Source: an optimization exercise on an open RTL-to-GDS flow (aim: small area). Production flows keep margins and buffers that such runs may drop.
The RTL was checked by simulation tests, not by an equivalence proof against the original design.
Power and IR drop assume default switching activity.

<file path="config.mk">
export PLATFORM = sky130hd
export DESIGN_NAME = processor
export DESIGN_NICKNAME = processor
export VERILOG_FILES = /design/flow/design.v
export SDC_FILE = /design/flow/constraint.sdc
export NUM_CORES = 4
export LEC_CHECK = 0
export CAP_MARGIN = 10
export CORE_MARGIN = 2
export CORE_UTILIZATION = 40
export SETUP_SLACK_MARGIN = 0.2
export SLEW_MARGIN = 25
export SYNTH_HIERARCHICAL = 1
</file>
<file path="constraint.sdc">
create_clock -name core_clock -period 12.0 [get_ports {clk}]
set_input_delay 2.4000 -clock core_clock [delete_from_list [all_inputs] [get_ports {clk}]]
set_output_delay 2.4000 -clock core_clock [all_outputs]
set_load 0.01 [all_outputs]
</file>
<file path="design.v">
module add4(
    input wire [31:0] pc_in,
    output wire [31:0] pc_out
);
        assign pc_out = pc_in + 4;
endmodule
module mux(
    input wire [31:0] i0,
    input wire [31:0] i1,
    input wire sel,
    output wire [31:0] y
);
    assign y = (sel == 1'b1) ? i1 : i0;
endmodule
module alu_adder(
    input wire [31:0] a,
    input wire [31:0] b,
    input wire sub,
    output wire [31:0] s,
    output wire cout,
    output wire eq,
    output wire [31:0] p0,
    output wire [31:0] g0
);
    wire [31:0] bb = b ^ {32{sub}};
    assign p0 = a ^ bb;
    assign g0 = a & bb;
    reg [31:0] g, p;
    integer i, l;
    always @(*) begin
        g = g0; p = p0;
        g[0] = g0[0] | (p0[0] & sub);
        for (l = 1; l < 32; l = l * 2)
            for (i = 2*l-1; i < 32; i = i + 2*l) begin
                g[i] = g[i] | (p[i] & g[i-l]);
                p[i] = p[i] & p[i-l];
            end
        for (l = 8; l >= 1; l = l / 2)
            for (i = 3*l-1; i < 32; i = i + 2*l) begin
                g[i] = g[i] | (p[i] & g[i-l]);
                p[i] = p[i] & p[i-l];
            end
    end
    assign s = p0 ^ {g[30:0], sub};
    assign cout = g[31];
    assign eq = &p0;
endmodule
module alu(
    input wire [31:0] operandA,
    input wire [31:0] operandB,
    input wire sub,
    input wire s_sum,       
    input wire s_sll,
    input wire s_sr,        
    input wire s_sra,
    input wire s_and,       
    input wire s_xor,       
    input wire s_lt,
    input wire s_ltu,
    output wire [31:0] sum,
    output wire eq,
    output wire ltu,
    output wire lt,
    output wire [31:0] result
);
    wire cout;
    wire [31:0] p0, g0;
    alu_adder adder(.a(operandA), .b(operandB), .sub(sub), .s(sum), .cout(cout), .eq(eq), .p0(p0), .g0(g0));
    assign ltu = ~cout;
    assign lt = (operandA[31] ^ operandB[31]) ? operandA[31] : ltu;
    reg [31:0] ra, rr;
    integer i;
    always @(*) for (i = 0; i < 32; i = i + 1) ra[i] = operandA[31 - i];
    wire [31:0] shin = (operandA & {32{s_sr}}) | (ra & {32{s_sll}});
    wire [31:0] shr = $signed({s_sra & operandA[31], shin}) >>> operandB[4:0];
    always @(*) for (i = 0; i < 32; i = i + 1) rr[i] = shr[31 - i];
    assign result = (sum & {32{s_sum}}) | (rr & {32{s_sll}}) | (shr & {32{s_sr}}) |
                    (g0 & {32{s_and}}) | (p0 & {32{s_xor}}) |
                    {31'b0, (lt & s_lt) | (ltu & s_ltu)};
endmodule
module program_counter(
    input wire [31:1] pc,
    input wire [12:1] branch_imm,      
    input wire branch_taken,
    input wire jump,
    input wire [31:1] jump_target,
    output wire [31:1] pc_plus4,
    output wire [31:1] pc_next
);
    genvar i;
    wire [13:2] ci;
    wire [13:1] c;
    wire [12:1] bt_lo;
    assign ci[2] = 1'b1;
    assign c[1] = 1'b0;
    assign pc_plus4[1] = pc[1];
    generate
        for (i = 2; i <= 12; i = i + 1) begin : inc
            assign pc_plus4[i] = pc[i] ^ ci[i];
            assign ci[i+1] = ci[i] & pc[i];
        end
        for (i = 1; i <= 12; i = i + 1) begin : lo
            assign bt_lo[i] = pc[i] ^ branch_imm[i] ^ c[i];
            assign c[i+1] = (pc[i] & branch_imm[i]) | (c[i] & (pc[i] ^ branch_imm[i]));
        end
    endgenerate
    wire s = branch_imm[12];
    wire [32:13] all1, any1;
    wire [31:13] bt_hi;
    assign all1[13] = 1'b1;
    assign any1[13] = 1'b0;
    generate
        for (i = 13; i <= 31; i = i + 1) begin : hi
            assign all1[i+1] = all1[i] & pc[i];
            assign any1[i+1] = any1[i] | pc[i];
            assign pc_plus4[i] = pc[i] ^ (ci[13] & all1[i]);
            assign bt_hi[i] = pc[i] ^ (s ? (~c[13] & ~any1[i]) : (c[13] & all1[i]));
        end
    endgenerate
    assign pc_next = jump ? jump_target : branch_taken ? {bt_hi, bt_lo} : pc_plus4;
endmodule
module rf_aoi222(
    input wire a1, a2, b1, b2, c1, c2,
    output wire y
);
    assign y = ~((a1 & a2) | (b1 & b2) | (c1 & c2));
endmodule
module rf_read_bit #(parameter N = 31) (
    input wire [N-1:0] d,
    input wire [N-1:0] sel,
    output wire y
);
    localparam G = N / 3;
    wire [G:0] t;
    genvar k;
    generate
        for (k = 0; k < G; k = k + 1) begin : grp
            rf_aoi222 u(.a1(d[3*k]), .a2(sel[3*k]), .b1(d[3*k+1]), .b2(sel[3*k+1]),
                        .c1(d[3*k+2]), .c2(sel[3*k+2]), .y(t[k]));
        end
        if (N % 3 == 2) begin : rest2
            assign t[G] = ~((d[N-2] & sel[N-2]) | (d[N-1] & sel[N-1]));
        end else if (N % 3 == 1) begin : rest1
            assign t[G] = ~(d[N-1] & sel[N-1]);
        end else begin : rest0
            assign t[G] = 1'b1;
        end
    endgenerate
    assign y = ~&t;
endmodule
module rf_read #(parameter N = 32) (
    input wire [N*32-1:0] data,
    input wire [N-1:0] sel,
    output wire [31:0] y
);
    genvar b, e;
    generate
        for (b = 0; b < 32; b = b + 1) begin : bit_
            wire [N-1:0] col;
            for (e = 0; e < N; e = e + 1) begin : ent
                assign col[e] = data[32*e + b];
            end
            rf_read_bit #(.N(N)) u(.d(col), .sel(sel), .y(y[b]));
        end
    endgenerate
endmodule
module rf_wmux(
    input wire [31:0] q,
    input wire [31:0] wd,
    input wire we,
    input wire we_n,
    output wire [31:0] d
);
    assign d = (wd & {32{we}}) | (q & {32{we_n}});
endmodule
module rf_decode(
    input wire [4:0] wa,
    input wire wen,
    input wire [4:0] ra1,
    input wire kill1,                  
    input wire [4:0] ra2,
    input wire [31:5] valid,
    output reg [31:1] we,
    output reg [31:1] we_n,
    output reg [31:1] sel1,
    output reg [31:1] sel2
);
    integer i;
    always @(*) begin
        for (i = 1; i < 32; i = i + 1) begin
            we[i] = wen && wa == i;
            we_n[i] = !(wen && wa == i);
            sel1[i] = ra1 == i && !kill1;
            sel2[i] = ra2 == i;
            if (i >= 5) begin
                sel1[i] = sel1[i] && valid[i];
                sel2[i] = sel2[i] && valid[i];
            end
        end
    end
endmodule
module control(
    input wire [31:0] instruction,
    input wire [31:0] address_from_pc,
    input wire [31:0] data_from_rs2,
    input wire [31:0] data_from_mem,
    input wire [1:0] mem_addr_lo,      
    input wire eq,
    input wire lt,
    input wire ltu,
    output wire [4:0] read_addr_rs1,
    output wire kill_rs1,              
    output wire [4:0] read_addr_rs2,
    output wire [4:0] write_addr_register_file,
    output wire write_enable_register_file,
    output wire sel_pc_a,              
    output wire [31:0] operand_b,      
    output wire alu_sub,
    output wire s_sum,
    output wire s_sll,
    output wire s_sr,
    output wire s_sra,
    output wire s_and,
    output wire s_xor,
    output wire s_lt,
    output wire s_ltu,
    output wire jump,                  
    output wire branch_taken,
    output wire [31:0] branch_imm,
    output wire wb_link,               
    output wire wb_load,               
    output wire [31:0] load_data,
    output wire write_enable_data_mem,
    output wire read_enable_data_mem,
    output wire [31:0] data_to_mem,
    output wire [3:0] strobe_to_mem
);
    wire [31:0] ins = instruction;
    wire [2:0] f3 = ins[14:12];
    wire alt = (ins[31:25] == 7'b0100000);
    wire ok = (ins[1:0] == 2'b11);
    wire [4:0] op = ins[6:2];
    wire is_op    = ok && op == 5'b01100;
    wire is_opimm = ok && op == 5'b00100;
    wire is_lui   = ok && op == 5'b01101;
    wire is_auipc = ok && op == 5'b00101;
    wire is_jal   = ok && op == 5'b11011;
    wire is_jalr  = ok && op == 5'b11001;
    wire is_br    = ok && op == 5'b11000;
    wire is_load  = ok && op == 5'b00000;
    wire is_store = ok && op == 5'b01000;
    wire [31:0] immI = {{20{ins[31]}}, ins[31:20]};
    wire [31:0] immS = {{20{ins[31]}}, ins[31:25], ins[11:7]};
    wire [31:0] immB = {{20{ins[31]}}, ins[7], ins[30:25], ins[11:8], 1'b0};
    wire [31:0] immU = {ins[31:12], 12'b0};
    wire [31:0] immJ = {{12{ins[31]}}, ins[19:12], ins[20], ins[30:21], 1'b0};
    wire f_alu   = ~ins[2] & ins[4] & ~ins[6];           
    wire f_op    = f_alu & ins[5];                       
    wire f_br    = ~ins[2] & ~ins[4] & ins[6];           
    wire f_rs2   = ~ins[2] & ins[5] & (ins[4] | ins[6]);  
    wire f_immS  = ~ins[2] & ins[5];                     
    wire f_immU  = ins[2] & ins[4];                      
    wire f_immJ  = ins[2] & ins[3];                      
    assign kill_rs1 = ins[2] & (ins[3] | ins[4]);        
    assign sel_pc_a = ins[2] & (ins[3] | (ins[4] & ~ins[5]));  
    assign read_addr_rs1 = ins[19:15];
    assign read_addr_rs2 = ins[24:20];
    assign write_addr_register_file = ins[11:7];
    assign write_enable_register_file = is_op | is_opimm | is_lui | is_auipc | is_jal | is_jalr | is_load;
    assign operand_b = f_rs2 ? data_from_rs2 :
                       f_immS ? immS :
                       f_immU ? immU :
                       f_immJ ? immJ : immI;
    assign alu_sub = f_br | (f_alu & (f3[2:1] == 2'b01)) | (f_op & f3 == 3'b000 & alt);
    assign s_sum = ~f_alu | (f3 == 3'b000);
    assign s_sll = f_alu & (f3 == 3'b001);
    assign s_sr  = f_alu & (f3 == 3'b101);
    assign s_sra = f_alu & (f3 == 3'b101) & alt;
    assign s_and = f_alu & (f3[2:1] == 2'b11);
    assign s_xor = f_alu & (f3 == 3'b100 || f3 == 3'b110);
    assign s_lt  = f_alu & (f3 == 3'b010);
    assign s_ltu = f_alu & (f3 == 3'b011);
    assign jump = is_jal | is_jalr;
    assign branch_taken = is_br & (f3[2] ? ((f3[1] ? ltu : lt) ^ f3[0]) : (~f3[1] & (eq ^ f3[0])));
    assign branch_imm = immB;
    assign wb_link = ins[2] & ins[6];                    
    assign wb_load = ~ins[2] & ~ins[4] & ~ins[5];        
    wire [7:0] lbyte = mem_addr_lo[1] ? (mem_addr_lo[0] ? data_from_mem[31:24] : data_from_mem[23:16])
                                      : (mem_addr_lo[0] ? data_from_mem[15:8] : data_from_mem[7:0]);
    wire [15:0] lhalf = mem_addr_lo[1] ? data_from_mem[31:16] : data_from_mem[15:0];
    reg [31:0] ld;
    always @(*) begin
        case (f3)
            3'b000: ld = {{24{lbyte[7]}}, lbyte};
            3'b100: ld = {24'b0, lbyte};
            3'b001: ld = {{16{lhalf[15]}}, lhalf};
            3'b101: ld = {16'b0, lhalf};
            3'b010: ld = data_from_mem;
            default: ld = 32'b0;
        endcase
    end
    assign load_data = ld;
    assign read_enable_data_mem = is_load;
    assign write_enable_data_mem = is_store & ~f3[2] & ~(f3[1] & f3[0]);
    assign strobe_to_mem = f3[1] ? 4'b1111 :
                           f3[0] ? (mem_addr_lo[1] ? 4'b1100 : 4'b0011) :
                           (4'b0001 << mem_addr_lo);
    assign data_to_mem[7:0]   = data_from_rs2[7:0];
    assign data_to_mem[15:8]  = (f3[1] | f3[0]) ? data_from_rs2[15:8] : data_from_rs2[7:0];
    assign data_to_mem[23:16] = f3[1] ? data_from_rs2[23:16] : data_from_rs2[7:0];
    assign data_to_mem[31:24] = f3[1] ? data_from_rs2[31:24] : f3[0] ? data_from_rs2[15:8] : data_from_rs2[7:0];
endmodule
module processor(
    input wire clk,
    input wire reset,
    output [31:0] imem_addr,
    input wire [31:0] imem_data,
    output [31:0] dmem_addr,
    output [31:0] dmem_wdata,
    output [3:0] dmem_wstrb,
    output dmem_we,
    output dmem_re,
    input wire [31:0] dmem_rdata,
    output [31:0] x1,
    output [31:0] x2,
    output [31:0] x3,
    output [31:0] x4
);
    reg [31:1] pc;
    reg [31:0] regs [1:31];
    reg [31:5] valid;
    wire [31:1] pc_next;
    wire [31:1] we, we_n, sel1, sel2;
    wire [32*31-1:0] d_next;
    wire [32*31-1:0] q_all;
    wire [31:0] wb;
    wire rf_we;
    wire kill1;
    integer i;
    always @(posedge clk or posedge reset) begin
        if (reset) begin
            pc <= 31'b0;
            for (i = 1; i <= 4; i = i + 1) regs[i] <= 32'b0;
            valid <= 27'b0;
        end else begin
            pc <= pc_next;
            for (i = 1; i <= 4; i = i + 1) regs[i] <= d_next[32*(i-1) +: 32];
            valid <= valid | we[31:5];
        end
    end
    always @(posedge clk) begin
        for (i = 5; i <= 31; i = i + 1) regs[i] <= d_next[32*(i-1) +: 32];
    end
    genvar k;
    generate
        for (k = 1; k <= 31; k = k + 1) begin : rf
            assign q_all[32*(k-1) +: 32] = regs[k];
            rf_wmux wmux(.q(regs[k]), .wd(wb), .we(we[k]), .we_n(we_n[k]), .d(d_next[32*(k-1) +: 32]));
        end
    endgenerate
    assign x1 = regs[1];
    assign x2 = regs[2];
    assign x3 = regs[3];
    assign x4 = regs[4];
    wire [31:0] pc32 = {pc, 1'b0};
    wire [31:0] rs1_data, rs2_data;
    wire [4:0] ra1, ra2, wa;
    wire sel_pc_a, alu_sub, s_sum, s_sll, s_sr, s_sra, s_and, s_xor, s_lt, s_ltu, jump, branch_taken, wb_link, wb_load;
    wire [31:0] operand_b, sum, result, branch_imm, load_data;
    wire [31:1] pc_plus4;
    wire eq, lt, ltu;
    assign imem_addr = pc32;
    assign dmem_addr = sum;
    rf_decode dec(
        .wa(wa), .wen(rf_we), .ra1(ra1), .kill1(kill1), .ra2(ra2), .valid(valid),
        .we(we), .we_n(we_n), .sel1(sel1), .sel2(sel2)
    );
    rf_read #(.N(32)) read1(.data({pc32, q_all}), .sel({sel_pc_a, sel1}), .y(rs1_data));
    rf_read #(.N(31)) read2(.data(q_all), .sel(sel2), .y(rs2_data));
    control control0(
        .instruction(imem_data),
        .address_from_pc(pc32),
        .data_from_rs2(rs2_data),
        .data_from_mem(dmem_rdata),
        .mem_addr_lo(sum[1:0]),
        .eq(eq), .lt(lt), .ltu(ltu),
        .read_addr_rs1(ra1), .kill_rs1(kill1), .read_addr_rs2(ra2),
        .write_addr_register_file(wa),
        .write_enable_register_file(rf_we),
        .sel_pc_a(sel_pc_a),
        .operand_b(operand_b),
        .alu_sub(alu_sub), .s_sum(s_sum), .s_sll(s_sll), .s_sr(s_sr), .s_sra(s_sra),
        .s_and(s_and), .s_xor(s_xor), .s_lt(s_lt), .s_ltu(s_ltu),
        .jump(jump), .branch_taken(branch_taken), .branch_imm(branch_imm),
        .wb_link(wb_link), .wb_load(wb_load), .load_data(load_data),
        .write_enable_data_mem(dmem_we),
        .read_enable_data_mem(dmem_re),
        .data_to_mem(dmem_wdata),
        .strobe_to_mem(dmem_wstrb)
    );
    alu alu0(
        .operandA(rs1_data), .operandB(operand_b),
        .sub(alu_sub), .s_sum(s_sum), .s_sll(s_sll), .s_sr(s_sr), .s_sra(s_sra),
        .s_and(s_and), .s_xor(s_xor), .s_lt(s_lt), .s_ltu(s_ltu),
        .sum(sum), .eq(eq), .ltu(ltu), .lt(lt),
        .result(result)
    );
    program_counter pcu(
        .pc(pc), .branch_imm(branch_imm[12:1]), .branch_taken(branch_taken),
        .jump(jump), .jump_target(sum[31:1]),
        .pc_plus4(pc_plus4), .pc_next(pc_next)
    );
    assign wb = wb_link ? {pc_plus4, 1'b0} : wb_load ? load_data : result;
endmodule
</file>
<file path="flow/run.sh">
#!/bin/bash
set -e
cp standard.sh standard_sh_copy.log
export BUFFER_PORTS_ARGS="-buffer_cell sky130_fd_sc_hd__buf_1"
export CTS_ARGS="-sink_clustering_enable -repair_clock_nets -dont_use_dummy_load -buf_list sky130_fd_sc_hd__clkbuf_8 -sink_clustering_size 16 -sink_clustering_max_diameter 50"
bash standard.sh > standard.log 2>&1
</file>
<file path="standard.sh">
#!/bin/bash
# synth_recipe.tcl (not shown) runs the flow's synth.tcl, then flattens the netlist and writes it again
# the make line also repeats each setting of config.mk as NAME=value (left out here)
make -C /OpenROAD-flow-scripts/flow DESIGN_CONFIG=/design/flow/config.mk WORK_HOME=/design/flow/orfs CLKGATE_MAP_FILE= SYNTH_SCRIPT=/design/flow/synth_recipe.tcl "${@:-finish}"
</file>
==> reports/results.ini, run 1 <==
[outcome]
status = complete, no violations

[power_and_ir_drop]
p_int_mw = 5.11
power.share.clock_pct = 25.1
power.switching_mw = 3.05
swShare_pct = 37.4
power_frac_seq_pct = 49.5
combPwrFrac_pct = 25.4
ir_worst_vdd_mv = 0.0828
powerDensity_nw_per_um2 = 142
p_leak_nw = 22.0

[flow_run]
drv_cap = 0

[drt]
drc = 0
wl_per_cell_um = 41.5
first_iter_violations = 14300
drt-total-wl_um = 285000
ant_nets = 0
drt-vias-per-instance = 7.92
vias = 54500
dr.pass1.iters = 15

[cells_and_area]
drive_above_1_share_pct = 13.0
area_growth_pct = 6.79
fin_nets = 5247
fillers = 12700

[timing]
min_period_ns = 11.45
tns_ns = 0
finClkSkew_ns = 0.156
finalHoldViolations = 0
rsz0062_at_grt = false
drv_slew = 0
whs_ns = 0.480
tightest_slew_ns = 1.24
fmax_ghz = 0.0874
max_slew_margin_pct = 17.5
setup_violations = 0
period_share_pct = 95.4

[clock_tree]
clkSinkCount = 1050
cts_hold_buffers = 0
clk_latency_ns = 0.92
htree_levels = 3
cts_resized = 0
root_buffer = clkbuf_8
cts_tree = yes
cts_setup_buffers = 0
cts_buffers = 108
clk_pin_slew_ns = 0.08
cts_max_path_buffers = 3

[floorplan]
start_util_pct = 40.3
die_area_um2 = 137000
core_area_um2 = 133000
dieHeight_um = 370
num_io_pins = 296
die_w_um = 370
rows = 134

[worst_setup_path]
rr_worst_depth = 23
critPathCaptureType = output port
cp_num_cells = 19
cp.required_ns = 9.60
crit_chain = buf_1 > buf_4 > o21a_1 > buf_4 > and4bb_1 > and3_1 > a222oi_1 > nand4_1 > or4_4 > inv_1 > fa_1 > nand3b_1 > a21oi_2 > nor2_1 > o21a_1 > o21ai_1 > fa_1 > xor2_1 > buf_1
crit_slowest_cell = a222oi_1
crit_start = imem_data[3]
start_kind = input port
reg2reg_from = valid[21]$_DFF_PP0_
worst-path-buf-inv = 5
crit_arrival_ns = 9.05
path_class = in2out
crit_fanout = 12
slowest_delay_ns = 0.88
cp_top_family = simple AND/OR/NAND/NOR gates

[placement]
place_congestion = 1.06
place_hpwl_um = 201000
io_buffers = 294

[yosys]
yosys_warnings = 13
synth_area_per_cell_um2 = 10.9
postSynthCellCount = 4943
netlist_area_um2 = 53700

[grt]
grt_max_degree = 71
antenna_found_initial = 22
grtUsageTotal_pct = 39.5
overflow = 0
grt_pass1_vias = 48100
grt_pass1_wl_um = 390000

[hold_path]
min_path_type = reg2reg
whs_path_depth = 1
min-delay-start = valid[19]$_DFF_PP0_

==> worst reg2reg max path: cells and delay by family, from the launching register on <==
family	cells	cell delay, ns
compound gates	8	3.10
xor+xnor	2	0.44
fa+ha+maj	2	0.75
buf+inv	4	1.02
flops	1	0.39
mux	1	0.48
simple gates	6	2.01
==> power by group through the flow <==
stage / clock network, mW / registers, mW / logic (mW)
after detailed placement: 0 / 4.10 / 1.97
after global routing: 2.17 / 4.05 / 2.12
final: 2.05 / 4.04 / 2.07
after global placement: 0 / 4.09 / 1.94
after CTS: 2.04 / 4.02 / 1.98
after floorplan: 0 / 3.95 / 1.08
==> per-layer routing <==
metal,vias to the layer above,part of all wire (%),GRT usage [%]
met5,-,0.13,1.43
met2,5312,39,53.8
met4,22,7.7,23.0
li1,21200,-,-
met3,968,16,15.9
met1,27000,37,52.1
==> path summary, 6_finish.rpt <==
path                                              end  slack, ns
worst min-delay path              valid[19]$_DFF_PP0_       0.48
worst max register to register   regs[19][25]$_DFF_P_       3.62
min in group asynchronous       regs[1][24]$_DFF_PP0_       1.56
worst max-delay path                    dmem_addr[21]       0.55
worst min register to register    valid[19]$_DFF_PP0_       0.48
max in group asynchronous             pc[2]$_DFF_PP0_       8.99
==> state kept, by name, indices dropped and copies added (netlist names) <==
name / cells
pc: 31
regs: 992
valid: 27
==> layout make-up <==
type,instances,area (um^2),share of cell area (%)
diodes,8,20.0,0.0349
clock buffers,108,1490,2.59
inverters,58,225,0.393
multi-input cells,3351,28200,49.2
flip-flops and latches,1050,22000,38.3
well taps,1768,2210,3.86
repair buffers,540,3240,5.65
==> layout by cell type, fill, tap and decap left out, types with 21 or more instances in the layout <==
| cell | n |
|---|---|
| a221o_1 | 22 |
| o21ai_0 | 93 |
| a22o_2 | 62 |
| inv_1 | 53 |
| a21oi_1 | 82 |
| xnor2_1 | 23 |
| and3_1 | 61 |
| a2111o_1 | 32 |
| or4_4 | 33 |
| nor2_4 | 27 |
| xor2_1 | 52 |
| mux2_2 | 46 |
| o21ai_4 | 33 |
| a22oi_1 | 36 |
| mux2i_1 | 80 |
| or2_2 | 34 |
| o22ai_1 | 21 |
| buf_1 | 292 |
| nand4_1 | 139 |
| nand3_1 | 44 |
| fa_1 | 27 |
| nor3_1 | 28 |
| nand2_1 | 269 |
| buf_4 | 228 |
| a21o_1 | 23 |
| ha_1 | 45 |
| a22o_1 | 993 |
| mux4_2 | 23 |
| a222oi_1 | 672 |
| clkbuf_8 | 108 |
| dfxtp_1 | 864 |
| nor2_1 | 85 |
| dfrtp_1 | 186 |
==> through the flow <==
step / cells / setup WS [ns] / utilization [%] / power [mW] / area [um^2]
detailed placement: 6762 / 1.02 / 41.8 / 6.07 / 55700
CTS: 6870 / 1.00 / 42.9 / 8.04 / 57200
floorplan: 4944 / 2.92 / - / 5.03 / 53700
global placement: 6753 / 0.981 / 41.6 / 6.03 / 55500
global route: 6879 / 0.612 / 43.0 / 8.35 / 57300
finish: 6883 / 0.554 / 43.0 / 8.16 / 57300
==> run 2: changes to the inputs <==
--- a/config.mk
+++ b/config.mk
@@ -7,3 +7,3 @@
 export LEC_CHECK = 0
-export CAP_MARGIN = 10
+export CAP_MARGIN = 0
 export CORE_MARGIN = 2
==> reports/results.ini, run 2 <==
[outcome]
status = complete, no violations  ; unchanged

[cells_and_area]
largest_reg_flops = 992  ; unchanged
layout_commonest_cell = a22o_1  ; unchanged
drive_above_1_share_pct = 13.0  ; unchanged
final_util_pct = 43.0  ; unchanged
top_register = regs  ; unchanged
layout_common_cells = a22o_1, dfxtp_1, a222oi_1  ; unchanged
area_growth_pct = 6.79  ; unchanged
fillers = 12700  ; unchanged
multi_input_comb_area_um2 = 28200  ; unchanged
top_regs = regs: 992 flops, pc: 31 flops, valid: 27 flops  ; unchanged
fin_nets = 5247  ; unchanged
seqCellArea_um2 = 22000  ; unchanged
finalInstanceArea_um2 = 57300  ; unchanged

[worst_setup_path]
critPathCaptureType = output port  ; unchanged
start_kind = input port  ; unchanged
crit_arrival_ns = 9.05  ; about the same
slowest_delay_ns = 0.88  ; about the same
cp_top_family = simple AND/OR/NAND/NOR gates  ; unchanged
crit_fanout = 12  ; unchanged
crit_slowest_cell = a222oi_1  ; unchanged
path_class = in2out  ; unchanged
crit_chain = buf_1 > buf_4 > o21a_1 > buf_4 > and4bb_1 > and3_1 > a222oi_1 > nand4_1 > or4_4 > inv_1 > fa_1 > nand3b_1 > a21oi_2 > nor2_1 > o21a_1 > o21ai_1 > fa_1 > xor2_1 > buf_1  ; unchanged
cp.required_ns = 9.60  ; about the same
worst-path-buf-inv = 5  ; unchanged

[clock_tree]
cts_buffers = 108  ; unchanged
root_buffer = clkbuf_8  ; unchanged
htree_levels = 3  ; unchanged
clk_pin_slew_ns = 0.08  ; about the same
clkSinkCount = 1050  ; unchanged
cts_hold_buffers = 0  ; unchanged
clk_latency_ns = 0.92  ; about the same
cts_resized = 0  ; unchanged
cts_tree = yes  ; unchanged
cts_max_path_buffers = 3  ; unchanged
cts_setup_buffers = 0  ; unchanged

[grt]
grt_pass1_vias = 48100  ; unchanged
grt_pass1_wl_um = 390000  ; unchanged
grt_max_degree = 71  ; unchanged
grtUsageTotal_pct = 39.5  ; unchanged
overflow = 0  ; unchanged
antenna_found_initial = 22  ; unchanged

[yosys]
netlist_area_um2 = 53700  ; unchanged
postSynthCellCount = 4943  ; unchanged
synth_area_per_cell_um2 = 10.9  ; unchanged
yosys_warnings = 13  ; unchanged

[placement]
io_buffers = 294  ; unchanged
dpl_cell_area_um2 = 55700  ; unchanged
place_hpwl_um = 201000  ; unchanged
place_congestion = 1.06  ; unchanged

[timing]
finalHoldViolations = 0  ; unchanged
period_share_pct = 95.4  ; unchanged
whs_ns = 0.480  ; unchanged
tightest_slew_ns = 1.24  ; unchanged
max_slew_margin_pct = 17.5  ; unchanged
tns_ns = 0  ; unchanged
drv_slew = 0  ; unchanged
rsz0062_at_grt = false  ; unchanged
fmax_ghz = 0.0874  ; unchanged
finClkSkew_ns = 0.156  ; unchanged
min_period_ns = 11.45  ; unchanged
setup_violations = 0  ; unchanged

[floorplan]
num_io_pins = 296  ; unchanged
core_area_um2 = 133000  ; unchanged
dieHeight_um = 370  ; unchanged
start_util_pct = 40.3  ; unchanged
die_area_um2 = 137000  ; unchanged
die_w_um = 370  ; unchanged
rows = 134  ; unchanged

[drt]
drt-vias-per-instance = 7.92  ; unchanged
dr.pass1.iters = 15  ; unchanged
drc = 0  ; unchanged
ant_nets = 0  ; unchanged
drt-total-wl_um = 285000  ; unchanged
first_iter_violations = 14300  ; unchanged
vias = 54500  ; unchanged
wl_per_cell_um = 41.5  ; unchanged

[power_and_ir_drop]
powerDensity_nw_per_um2 = 142  ; unchanged
power.total_mw = 8.16  ; unchanged
ir_worst_vdd_mv = 0.0828  ; unchanged
p_leak_nw = 22.0  ; unchanged

[flow_run]
drv_cap = 0  ; unchanged

[hold_path]
min_path_type = reg2reg  ; unchanged

-- run 2: layer usage --
metal | vias up | track usage (%) | share of wire [%]
met2 | 5312 | 53.8 | 39
li1 | 21200 | - | -
met3 | 968 | 15.9 | 16
met5 | - | 1.43 | 0.13
met4 | 22 | 23.0 | 7.7
met1 | 27000 | 52.1 | 37
-- run 2: report_power, final --
part / switching, mW / leakage, nW / internal [mW]
Clock: 1.26 / 0.777 / 0.793
Combinational: 1.46 / 11.7 / 0.611
Sequential: 0.332 / 9.51 / 3.70
Total: 3.05 / 22.0 / 5.11
-- run 2: final timing paths --
path	from	end	slack [ns]	depth (start not counted)
setup / recovery	imem_data[3]	dmem_addr[21]	0.55	19
hold / removal	valid[19]$_DFF_PP0_	valid[19]$_DFF_PP0_	0.48	1
setup reg to reg	valid[21]$_DFF_PP0_	regs[19][25]$_DFF_P_	3.62	23
hold reg to reg	valid[19]$_DFF_PP0_	valid[19]$_DFF_PP0_	0.48	1
max in group asynchronous	reset	pc[2]$_DFF_PP0_	8.99	3
min in group asynchronous	reset	regs[1][24]$_DFF_PP0_	1.56	2
-- run 2: per-stage QoR --
step | cells | setup slack (ns)
final | 6883 | 0.554
after global routing | 6879 | 0.612
after CTS | 6870 | 1.00
after detailed placement | 6762 | 1.02
after global placement | 6753 | 0.981
after floorplan | 4944 | 2.92
-- run 2: area by class of cell --
type / count / share of cell area [%]
inverter: 58 / 0.393
tap: 1768 / 3.86
multi-input combinational: 3351 / 49.2
sequential: 1050 / 38.3
antenna: 8 / 0.0349
timing repair buffer: 540 / 5.65
clock buffer: 108 / 2.59
==> run 3: changes to the inputs <==
--- a/config.mk
+++ b/config.mk
@@ -7,3 +7,3 @@
 export LEC_CHECK = 0
-export CAP_MARGIN = 0
+export CAP_MARGIN = 10
 export CORE_MARGIN = 2
@@ -11,3 +11,3 @@
 export SETUP_SLACK_MARGIN = 0.2
-export SLEW_MARGIN = 25
+export SLEW_MARGIN = 20
 export SYNTH_HIERARCHICAL = 1
==> reports/results.ini, run 3 <==
[outcome]
status = complete, no violations  ; unchanged

[timing]
tightest_slew_ns = 1.41  ; was 1.24 ns
fin_ws_ns = 0.480  ; was 0.554 ns
tns_ns = 0  ; unchanged
period_share_pct = 96.0  ; was 95.4%
drv_slew = 0  ; unchanged
setup_violations = 0  ; unchanged
fmax_ghz = 0.0868  ; was 0.0874 GHz
min_period_ns = 11.52  ; was 11.45 ns
max_slew_margin_pct = 5.89  ; was 17.5%
rsz0062_at_grt = false  ; unchanged
finalHoldViolations = 0  ; unchanged
finClkSkew_ns = 0.165  ; was 0.156 ns

[drt]
drt-vias-per-instance = 7.91  ; was 7.92
wl_per_cell_um = 41.6  ; was 41.5 um
first_iter_violations = 14400  ; was 14300
dr.pass1.iters = 20  ; was 15
vias = 54400  ; was 54500
drc = 0  ; unchanged
ant_nets = 0  ; unchanged
drt-total-wl_um = 286000  ; was 285000 um

[worst_setup_path]
path_class = in2out  ; unchanged
rr_worst_depth = 23  ; unchanged
critPathCaptureType = output port  ; unchanged
crit_slowest_cell = a222oi_1  ; unchanged
worst_path_most_repeated_cell = buf_4
crit_chain = buf_1 > buf_4 > o21a_1 > buf_4 > nor4_1 > and3_1 > buf_4 > a222oi_1 > nand4_1 > or4_4 > ha_1 > and4_4 > nand4_1 > o21bai_4 > nand3_1 > inv_1 > fa_1 > xnor2_1 > buf_1  ; was buf_1 > buf_4 > o21a_1 > buf_4 > and4bb_1 > and3_1 > a222oi_1 > nand4_1 > or4_4 > inv_1 > fa_1 > nand3b_1 > a21oi_2 > nor2_1 > o21a_1 > o21ai_1 > fa_1 > xor2_1 > buf_1
crit_fanout = 12  ; unchanged
worstSetupEndpoint = dmem_addr[25]  ; was dmem_addr[21]
reg2reg_from = valid[21]$_DFF_PP0_  ; unchanged
cp.required_ns = 9.60  ; about the same
r2r_end = regs[29][25]$_DFF_P_  ; was regs[19][25]$_DFF_P_
slowest_delay_ns = 1.02  ; was 0.88 ns
r2r_slack_ns = 3.50  ; was 3.62 ns
start_kind = input port  ; unchanged
crit_arrival_ns = 9.12  ; was 9.05 ns
crit_start = imem_data[3]  ; unchanged

[clock_tree]
cts_max_path_buffers = 3  ; unchanged
cts_tree = yes  ; unchanged
cts_resized = 0  ; unchanged
clk_latency_ns = 0.93  ; was 0.92 ns
cts_setup_buffers = 0  ; unchanged
cts_hold_buffers = 0  ; unchanged
root_buffer = clkbuf_8  ; unchanged
htree_levels = 3  ; unchanged
clkSinkCount = 1050  ; unchanged
clk_pin_slew_ns = 0.08  ; about the same
cts_buffers = 108  ; unchanged

[cells_and_area]
layout_common_cells = a22o_1, dfxtp_1, a222oi_1  ; unchanged
top_register = regs  ; unchanged
top_regs = regs: 992 flops, pc: 31 flops, valid: 27 flops  ; unchanged
drive_above_1_share_pct = 12.8  ; was 13.0%
area_growth_pct = 6.53  ; was 6.79%
fin_nets = 5241  ; was 5247
layout_commonest_cell = a22o_1  ; unchanged
largest_reg_flops = 992  ; unchanged

[power_and_ir_drop]
p_leak_nw = 21.9  ; was 22.0 nW
ir_worst_vdd_mv = 0.0862  ; was 0.0828 mV
powerDensity_nw_per_um2 = 142  ; about the same

[yosys]
netlist_area_um2 = 53700  ; unchanged
yosys_warnings = 13  ; unchanged
postSynthCellCount = 4943  ; unchanged
synth_area_per_cell_um2 = 10.9  ; unchanged

[flow_run]
drv_cap = 0  ; unchanged

[floorplan]
die_w_um = 370  ; unchanged
start_util_pct = 40.3  ; unchanged
dieHeight_um = 370  ; unchanged
rows = 134  ; unchanged
die_area_um2 = 137000  ; unchanged
core_area_um2 = 133000  ; unchanged
num_io_pins = 296  ; unchanged

[placement]
place_hpwl_um = 200000  ; was 201000 um
place_congestion = 1.06  ; unchanged
dp_slack_ns = 1.03  ; was 1.02 ns
io_buffers = 294  ; unchanged

[grt]
antenna_found_initial = 24  ; was 22
grt_pass1_wl_um = 391000  ; was 390000 um
overflow = 0  ; unchanged
grt_max_degree = 71  ; unchanged
grtUsageTotal_pct = 39.7  ; was 39.5%
grt_pass1_vias = 48000  ; was 48100

[hold_path]
min_path_type = reg2reg  ; unchanged

-- run 3: worst max-delay path: cells and delay by family --
family / cells / cell delay (ns)
AO/OA/AOI/OAI: 3 / 1.81
AND/OR/NAND/NOR: 7 / 2.39
adder cells (fa/ha/maj): 2 / 0.77
XOR/XNOR: 1 / 0.50
buffers and inverters: 6 / 1.20
-- run 3: metal layers --
layer | share of wire [%] | vias to the layer above | wire length (um) | track usage (%)
li1 | - | 21200 | - | -
met1 | 37 | 27000 | 107000 | 53.2
met2 | 39 | 5301 | 111000 | 53.4
met3 | 16 | 905 | 46200 | 15.1
met4 | 7.5 | 10 | 21600 | 23.4
met5 | 0.025 | - | 71 | 0.175
-- run 3: report_power, final --
group / total [mW] / leakage [nW] / internal, mW / switching, mW
Clock: 2.05 / 0.777 / 0.793 / 1.26
Sequential: 4.04 / 9.51 / 3.70 / 0.333
Combinational: 2.06 / 11.6 / 0.597 / 1.46
-- run 3: worst min path at each step --
stage	start	endpoint	slack (ns)	cells after the start
after floorplan	valid[10]$_DFF_PP0_	valid[10]$_DFF_PP0_	0.44	1
after global placement	valid[16]$_DFF_PP0_	valid[16]$_DFF_PP0_	0.46	1
after detailed placement	valid[19]$_DFF_PP0_	valid[19]$_DFF_PP0_	0.46	1
after CTS	valid[16]$_DFF_PP0_	valid[16]$_DFF_PP0_	0.48	1
after global routing	valid[16]$_DFF_PP0_	valid[16]$_DFF_PP0_	0.50	1
final	valid[16]$_DFF_PP0_	valid[16]$_DFF_PP0_	0.48	1
-- run 3: layout make-up --
| type | count | area, um^2 |
|---|---|---|
| multi-input combinational | 3351 | 28200 |
| inverter | 58 | 225 |
| clock buffer | 108 | 1490 |
| fill | 12800 | 76100 |
| timing repair buffer | 534 | 3090 |
| sequential | 1050 | 22000 |
| antenna | 12 | 30.0 |
| tap | 1768 | 2210 |
-- run 3: stage by stage --
stage / hold slack, ns / std cells / utilization (%) / instance area [um^2] / power, mW
2_1_floorplan: 0.443 / 4944 / - / 53700 / 5.03
3_3_place_gp: 0.458 / 6753 / 41.6 / 55500 / 6.03
3_5_place_dp: 0.462 / 6757 / 41.7 / 55500 / 6.04
4_1_cts: 0.484 / 6865 / 42.8 / 57000 / 8.02
5_1_grt: 0.498 / 6874 / 42.9 / 57100 / 8.32
6_report: 0.481 / 6881 / 42.9 / 57200 / 8.14

==> re-timing with driven ports <==
No port has a modelled driver above. Below, the same layouts with a new extraction and two added sets of constraints.
Step 1 (the two cells are an assumption about what drives the block):
set clk [get_ports {clk}]
set_driving_cell -lib_cell sky130_fd_sc_hd__clkbuf_16 $clk
set_driving_cell -lib_cell sky130_fd_sc_hd__buf_2 [delete_from_list [all_inputs] $clk]
Step 2 adds t to the input delays and takes it off the output delays; t is the mean of the earliest and latest rising clock arrival at the registers after step 1. Input paths then give back, and output paths get back, about the clock's delay inside the block.
Three values: ideal ports, drivers, drivers and shift; two values: the first two.
run | shift t [ns] | setup slack, ns | slew at the worst register clock pin (ns)
run 1 | 0.920 | 0.554 / 0.446 / 0.446 | 0.11 / 0.11
run 2 | 0.920 | 0.554 / 0.446 / 0.446 | 0.11 / 0.11
run 3 | 0.927 | 0.480 / 0.457 / 0.457 | 0.11 / 0.11
After both steps every run listed still meets setup and hold.
